From an optimization exercise on the open Yosys and OpenROAD flow, aimed at small area; shortcuts taken in it are not production practice. At most, simulation tests tie the RTL to the original design; equivalence was not proved. No driver is modelled on the clock port, so clocking that relies on it looks cheaper here than on a real chip. Power figures rest on the tool's default switching activity, not on a simulated workload.

Setup of pepper:
==> flow/design.v (excerpt) <==
module project2(dip,btn,clk,rst,anodes,cathodes,leds);
input [4:0] dip;
input [3:0] btn;
input clk;
input rst;
output [3:0] anodes;
output [6:0] cathodes;
output [7:0] leds;
reg [12:0] c1;     
reg [6:0] c2;      
reg sc1, sc2;      
reg unl, pau;      
reg [1:0] seg;     
reg [3:0] r0, r1, r2;   
reg [1:0] r3;
reg [3:0] rel;     
reg [4:0] rem;     
reg [12:0] t;      
reg led;           
reg [1:0] dm;      
reg [1:0] ds;      
wire [12:0] c1_d, t_d;
wire [6:0] c2_d;
wire sc1_d, sc2_d, unl_d, pau_d, led_d;
wire [1:0] seg_d, r3_d, dm_d, ds_d;
wire [3:0] r0_d, r1_d, r2_d, rel_d;
wire [4:0] rem_d;
always @(posedge clk) begin
	c1 <= c1_d;
	c2 <= c2_d;
	sc1 <= sc1_d;
	sc2 <= sc2_d;
	unl <= unl_d;
	pau <= pau_d;
	seg <= seg_d;
	r0 <= r0_d;
	r1 <= r1_d;
	r2 <= r2_d;
	r3 <= r3_d;
	rel <= rel_d;
	rem <= rem_d;
	t <= t_d;
	led <= led_d;
	dm <= dm_d;
	ds <= ds_d;
end
wire w1 = ((c1 & 13'b1111011111111) == (13'd3083 & 13'b1111011111111));
wire w2 = ((c2 & 7'b1011110) == (7'd116 & 7'b1011110));
wire tick1 = w1 & ~sc1;   
wire tick2 = w2 & ~sc2;   
wire clr1 = rst | w1;
wire clr2 = rst | w2;
assign c1_d = ~({13{clr1}} | {c1[11:0], ~(c1[12] ^ c1[7] ^ c1[6])});
assign c2_d = ~({7{clr2}} | {c2[5:0], c2[6] ^ c2[0]});
assign sc1_d = ~rst & (sc1 ^ w1);
assign sc2_d = ~rst & (sc2 ^ w2);
wire loc = ~unl & ~pau;
wire [1:0] segn = seg + 2'd1;
wire texp = ((t & 13'b1110111111001) == (13'd2367 & 13'b1110111111001));
wire pexp = ((t & 13'b0011101101111) == (13'd1824 & 13'b0011101101111));
wire [12:0] tstep = {t[11:0], ~(t[12] ^ t[8])};
wire valid = (dip[3:0] == 4'b0001) | (dip[3:0] == 4'b0010) |
             (dip[3:0] == 4'b0100) | (dip[3:0] == 4'b1000);
wire upd = tick2 & valid;
wire [3:0] nw = upd ? (btn & rel) : 4'd0;
wire [2:0] np = nw[0] + nw[1] + nw[2] + nw[3];
wire [5:0] remd = {1'b0, rem} - {3'b000, np};
wire over = remd[5];
wire [3:0] rsel = ({4{dip[0]}} & r0) | ({4{dip[1]}} & r1) |
                  ({4{dip[2]}} & r2) | ({4{dip[3]}} & {2'b00, r3});
  ...
==> module project2, before the edit <==
module project2(dip,btn,clk,rst,anodes,cathodes,leds);
input [4:0] dip;
input [3:0] btn;
input clk;
input rst;
output [3:0] anodes;
output [6:0] cathodes;
output [7:0] leds;
reg [12:0] c1;     
reg [6:0] c2;      
reg sc1, sc2;      
reg unl, pau;      
reg [1:0] seg;     
reg [3:0] r0, r1, r2;   
reg [1:0] r3;
reg [3:0] rel;     
reg [4:0] rem;     
reg [12:0] t;      
reg led;           
reg [1:0] dm;      
reg [1:0] ds;      
wire [12:0] c1_d, t_d;
wire [6:0] c2_d;
wire sc1_d, sc2_d, unl_d, pau_d, led_d;
wire [1:0] seg_d, r3_d, dm_d, ds_d;
wire [3:0] r0_d, r1_d, r2_d, rel_d;
wire [4:0] rem_d;
always @(posedge clk) begin
	c1 <= c1_d;
	c2 <= c2_d;
	sc1 <= sc1_d;
	sc2 <= sc2_d;
	unl <= unl_d;
	pau <= pau_d;
	seg <= seg_d;
	r0 <= r0_d;
	r1 <= r1_d;
	r2 <= r2_d;
	r3 <= r3_d;
	rel <= rel_d;
	rem <= rem_d;
	t <= t_d;
	led <= led_d;
	dm <= dm_d;
	ds <= ds_d;
end
wire w1 = ((c1 & 13'b1111011111111) == (13'd3083 & 13'b1111011111111));
wire w2 = ((c2 & 7'b1011110) == (7'd116 & 7'b1011110));
wire tick1 = w1 & ~sc1;   
wire tick2 = w2 & ~sc2;   
wire clr1 = rst | w1;
wire clr2 = rst | w2;
assign c1_d = ~({13{clr1}} | {c1[11:0], ~(c1[12] ^ c1[7] ^ c1[6])});
assign c2_d = ~({7{clr2}} | {c2[5:0], c2[6] ^ c2[0]});
assign sc1_d = ~rst & (sc1 ^ w1);
assign sc2_d = ~rst & (sc2 ^ w2);
wire loc = ~unl & ~pau;
wire [1:0] segn = seg + 2'd1;
wire texp = ((t & 13'b1110111111001) == (13'd2367 & 13'b1110111111001));
wire pexp = ((t & 13'b0011101101111) == (13'd1824 & 13'b0011101101111));
wire [12:0] tstep = {t[11:0], ~(t[12] ^ t[8])};
wire valid = (dip[3:0] == 4'b0001) | (dip[3:0] == 4'b0010) |
             (dip[3:0] == 4'b0100) | (dip[3:0] == 4'b1000);
wire upd = tick2 & valid;
wire [3:0] nw = upd ? (btn & rel) : 4'd0;
wire [2:0] np = nw[0] + nw[1] + nw[2] + nw[3];
wire [5:0] remd = {1'b0, rem} - {3'b000, np};
wire over = remd[5];
wire [3:0] rsel = ({4{dip[0]}} & r0) | ({4{dip[1]}} & r1) |
                  ({4{dip[2]}} & r2) | ({4{dip[3]}} & {2'b00, r3});
wire [4:0] diff = {1'b0, rsel} - {1'b0, nw};
wire dead = r0[3] & (r0[2] | r0[1]);
wire deadn = dead | diff[4];
wire unlock = ~deadn & (diff[3:0] == 4'd0) &
              (dip[0] | (r0 == 4'd0)) & (dip[1] | (r1 == 4'd0)) &
              (dip[2] | (r2 == 4'd0)) & (dip[3] | (r3 == 2'd0));
wire fpn = ~(rem[4] & rem[2]) | (nw != 4'd0);
wire lt = tick2 & loc;
wire lstay = lt & ~texp & ~over & ~unlock;
wire uu = tick2 & unl;
wire pt = tick2 & pau;
wire clrd = rst | ~loc;
assign r0_d = clrd ? 4'd9 : (valid & deadn) ? 4'd15 : (valid & dip[0]) ? diff[3:0] : r0;
assign r1_d = clrd ? 4'd8 : (valid & dip[1]) ? diff[3:0] : r1;
assign r2_d = clrd ? 4'd8 : (valid & dip[2]) ? diff[3:0] : r2;
assign r3_d = clrd ? 2'd3 : (valid & dip[3]) ? diff[1:0] : r3;
assign rel_d = clrd ? 4'b1111 : upd ? ~btn : rel;
assign rem_d = clrd ? 5'd20 : remd[4:0];
assign unl_d = ~rst & ((unl & ~(uu & dip[4])) | (lt & ~texp & ~over & unlock));
assign pau_d = ~rst & ((pau & ~(pt & pexp)) | (lt & (texp | over)));
assign seg_d = rst ? 2'd0 : tick2 ? segn : seg;
assign t_d = rst ? 13'd0 :
             lt ? ((texp | over | unlock) ? 13'd0 : fpn ? tstep : t) :
             pt ? (pexp ? 13'd0 : tstep) : t;
assign led_d = rst ? 1'b0 : tick1 ? (unl & ~led) : led;
assign dm_d = rst ? 2'd0 : lstay ? 2'd0 : (uu & ~dip[4]) ? 2'd1 : pt ? 2'd2 : dm;
assign ds_d = rst ? 2'd0 : (lstay | (uu & ~dip[4]) | pt) ? segn : ds;
wire [10:0] dl = (ds == 2'd0) ? {4'b1111, 7'b1111111} :   
                 (ds == 2'd1) ? {4'b1101, 7'b1000110} :   
                 (ds == 2'd2) ? {4'b1011, 7'b1000000} :   
                                {4'b0111, 7'b1000111};    
wire [10:0] du = (ds == 2'd0) ? {4'b1110, 7'b1000110} :   
                 (ds == 2'd1) ? {4'b1101, 7'b1000111} :   
                 (ds == 2'd2) ? {4'b1011, 7'b0101011} :   
                                {4'b0111, 7'b1000001};    
wire [10:0] dp = (ds == 2'd0) ? {4'b1110, 7'b0010010} :   
                 (ds == 2'd1) ? {4'b1101, 7'b1000001} :   
                 (ds == 2'd2) ? {4'b1011, 7'b0001000} :   
                                {4'b0111, 7'b0001100};    
wire [10:0] disp = dm[1] ? dp : dm[0] ? du : dl;
assign anodes = disp[10:7];
assign cathodes = disp[6:0];
assign leds = {8{led}};
endmodule
==> flow/config.mk <==
export PLATFORM = sky130hd
export DESIGN_NAME = project2
export DESIGN_NICKNAME = project2
export VERILOG_FILES = /design/flow/design.v
export SDC_FILE = /design/flow/constraint.sdc
export NUM_CORES = 4
export LEC_CHECK = 0
export CAP_MARGIN = 20
export CORE_MARGIN = 2
export CORE_UTILIZATION = 70
export PLACE_DENSITY = 0.8
export SLEW_MARGIN = 20
==> flow/constraint.sdc <==
create_clock -name core_clock -period 12.0 [get_ports {clk}]
set_input_delay 2.4000 -clock core_clock [delete_from_list [all_inputs] [get_ports {clk}]]
set_output_delay 2.4000 -clock core_clock [all_outputs]
set_load 0.01 [all_outputs]
standard.sh (not shown) runs the stock make flow with config.mk's settings and CLKGATE_MAP_FILE= SYNTH_SCRIPT=/design/flow/synth_recipe.tcl, a recipe that flattens the netlist after the stock synthesis.
==> flow/flow/run.sh <==
#!/bin/bash
# Own layout flow: the standard ORFS flow (standard.sh) with
#  - the logic between the registers mapped by area-oriented ABC scripts
#    (flow/area*.abc): four synthesis runs in parallel, each trying its share
#    of the scripts and keeping its smallest result (flow/own_abc.tcl); the
#    smallest of the four goes on to the layout. No separate full/half-adder
#    cell mapping. The registers come out of the standard synthesis unchanged;
#  - minimum-size buffers on the input and output ports;
#  - a clock tree of clkbuf_4 cells without dummy balancing loads, with any
#    leaf that drives its flip-flops too slowly made a clkbuf_8
#    (flow/post_cts.tcl).
# The ORFS logs stay under orfs/logs (and orfs_N/logs for the synthesis
# runs); make's own output goes to synth_N.log and flow_make.log.
set -euo pipefail
here=$(pwd)
flowdir=$here/flow
cat > "$here/own_synth.tcl" <<EOT
source $flowdir/own_abc.tcl
source $here/synth_recipe.tcl
EOT
sed "s#SYNTH_SCRIPT=[^ ]*#SYNTH_SCRIPT=$here/own_synth.tcl#" standard.sh > own_standard.sh
args=(ADDER_MAP_FILE=
  "BUFFER_PORTS_ARGS=-buffer_cell sky130_fd_sc_hd__buf_1"
  "CTS_ARGS=-sink_clustering_enable -repair_clock_nets -dont_use_dummy_load -buf_list {sky130_fd_sc_hd__clkbuf_4}"
  "POST_CTS_TCL=$flowdir/post_cts.tcl")
scripts=("$flowdir"/area*.abc)
pids=()
for k in 0 1 2 3; do
  mine=""
  for i in "${!scripts[@]}"; do
    if (( i % 4 == k )); then mine="$mine ${scripts[$i]}"; fi
  done
  mkdir -p "$here/synth_$k"
  sed "s#WORK_HOME=[^ ]*#WORK_HOME=$here/orfs_$k#" own_standard.sh > "own_standard_$k.sh"
  OWN_ABC_SCRIPTS="$mine" OWN_LOG_DIR="$here/synth_$k" \
    bash "own_standard_$k.sh" "${args[@]}" synth > "synth_$k.log" 2>&1 &
  pids+=($!)
done
for p in "${pids[@]}"; do wait "$p" || true; done
best=""; best_area=""
for k in 0 1 2 3; do
  f="$here/orfs_$k/reports/sky130hd/project2/base/synth_stat.txt"
  [[ -f $f ]] || continue
  a=$(sed -n 's/.*Chip area for module[^:]*: *\([0-9.]*\).*/\1/p' "$f" | head -1)
  echo "synthesis run $k: area $a"
  if [[ -z $best ]] || awk -v a="$a" -v b="$best_area" 'BEGIN{exit !(a < b)}'; then
    best=$k; best_area=$a
  fi
done
echo "using synthesis run $best (area $best_area)"
if [[ -n $best ]]; then
  mkdir -p orfs
  cp -a "orfs_$best"/. orfs/
fi
export OWN_ABC_SCRIPTS="${scripts[*]}"
export OWN_LOG_DIR="$here"
bash own_standard.sh "${args[@]}" finish > flow_make.log 2>&1
Other scripts of this flow, unchanged in this note and not shown: flow/flow/area0.abc, flow/flow/area1.abc, flow/flow/area10.abc, flow/flow/area11.abc, flow/flow/area12.abc, flow/flow/area13.abc, flow/flow/area14.abc, flow/flow/area15.abc, flow/flow/area16.abc, flow/flow/area17.abc, flow/flow/area18.abc, flow/flow/area19.abc, flow/flow/area2.abc, flow/flow/area3.abc, flow/flow/area4.abc, flow/flow/area5.abc, flow/flow/area6.abc, flow/flow/area7.abc, flow/flow/area8.abc, flow/flow/area9.abc, flow/flow/own_abc.tcl, flow/flow/post_cts.tcl, flow/flow/upsize_clk.tcl
The inputs of tundra differ from those of pepper as listed below.
--- a/flow/design.v
+++ b/flow/design.v
@@ -53,15 +53,14 @@
 assign c1_d = ~({13{clr1}} | {c1[11:0], ~(c1[12] ^ c1[7] ^ c1[6])});
 assign c2_d = ~({7{clr2}} | {c2[5:0], c2[6] ^ c2[0]});
 assign sc1_d = ~rst & (sc1 ^ w1);
 assign sc2_d = ~rst & (sc2 ^ w2);
 wire loc = ~unl & ~pau;
 wire [1:0] segn = seg + 2'd1;
-wire texp = ((t & 13'b1110111111001) == (13'd2367 & 13'b1110111111001));
-wire pexp = ((t & 13'b0011101101111) == (13'd1824 & 13'b0011101101111));
-wire [12:0] tstep = {t[11:0], ~(t[12] ^ t[8])};
+wire texp = t[12] & t[9] & t[8] & t[7] & t[3] & t[0];    
+wire pexp = t[11] & t[8] & t[7] & t[6] & t[2] & t[0];    
 wire valid = (dip[3:0] == 4'b0001) | (dip[3:0] == 4'b0010) |
              (dip[3:0] == 4'b0100) | (dip[3:0] == 4'b1000);
 wire upd = tick2 & valid;
 wire [3:0] nw = upd ? (btn & rel) : 4'd0;
 wire [2:0] np = nw[0] + nw[1] + nw[2] + nw[3];
 wire [5:0] remd = {1'b0, rem} - {3'b000, np};
@@ -86,15 +85,15 @@
 assign r3_d = clrd ? 2'd3 : (valid & dip[3]) ? diff[1:0] : r3;
 assign rel_d = clrd ? 4'b1111 : upd ? ~btn : rel;
 assign rem_d = clrd ? 5'd20 : remd[4:0];
 assign unl_d = ~rst & ((unl & ~(uu & dip[4])) | (lt & ~texp & ~over & unlock));
 assign pau_d = ~rst & ((pau & ~(pt & pexp)) | (lt & (texp | over)));
 assign seg_d = rst ? 2'd0 : tick2 ? segn : seg;
-assign t_d = rst ? 13'd0 :
-             lt ? ((texp | over | unlock) ? 13'd0 : fpn ? tstep : t) :
-             pt ? (pexp ? 13'd0 : tstep) : t;
+wire tclr = rst | (lt & (texp | over | unlock)) | (pt & pexp);
+wire tinc = (lt & fpn) | pt;
+assign t_d = tclr ? 13'd0 : t + {12'd0, tinc};
 assign led_d = rst ? 1'b0 : tick1 ? (unl & ~led) : led;
 assign dm_d = rst ? 2'd0 : lstay ? 2'd0 : (uu & ~dip[4]) ? 2'd1 : pt ? 2'd2 : dm;
 assign ds_d = rst ? 2'd0 : (lstay | (uu & ~dip[4]) | pt) ? segn : ds;
 wire [10:0] dl = (ds == 2'd0) ? {4'b1111, 7'b1111111} :   
                  (ds == 2'd1) ? {4'b1101, 7'b1000110} :   
                  (ds == 2'd2) ? {4'b1011, 7'b1000000} :   
==> run notes <==
On total power after layout, pepper beats tundra. Headroom to the max-slew limit, tundra and pepper: smaller value in tundra. In the flow results for tundra and pepper, the length of routed wiring on met1 is smaller on tundra. pepper → tundra: worst setup slack decreased by 0.23 ns relative to the old numbers, number of cells in the finished layout apart from fillers went up by about 0.7%.
For tundra, only the layout was checked, not whether the RTL still works.

-- what the ideal ports hide --
No port has a modelled driver above. Below, the same layouts with a new extraction and two added sets of constraints. Step 1 sets driving cells, clkbuf_16 on the clock port and buf_2 on the other inputs (assumed; they add their load-dependent delay and slew). Step 2 times the ports against the registers' clock, not the clock port: input delays grow and output delays shrink by t, the midpoint of the rising clock arrivals with the driver on. Three values: no drivers, after step 1, after step 2; two values: the first two.
run	t (ns)	setup slack, ns	hold WS [ns]	worst setup path at the end
pepper	0.415	5.638 / 5.642 / 5.227	0.393 / 0.393 / 0.393	input to register
tundra	0.416	5.407 / 5.410 / 4.994	0.383 / 0.383 / 0.383	input to register
After both steps every run listed still meets setup and hold. The setup slack of tundra, which loses most, moves by +0.003 ns with the drivers and by -0.413 ns with both steps.
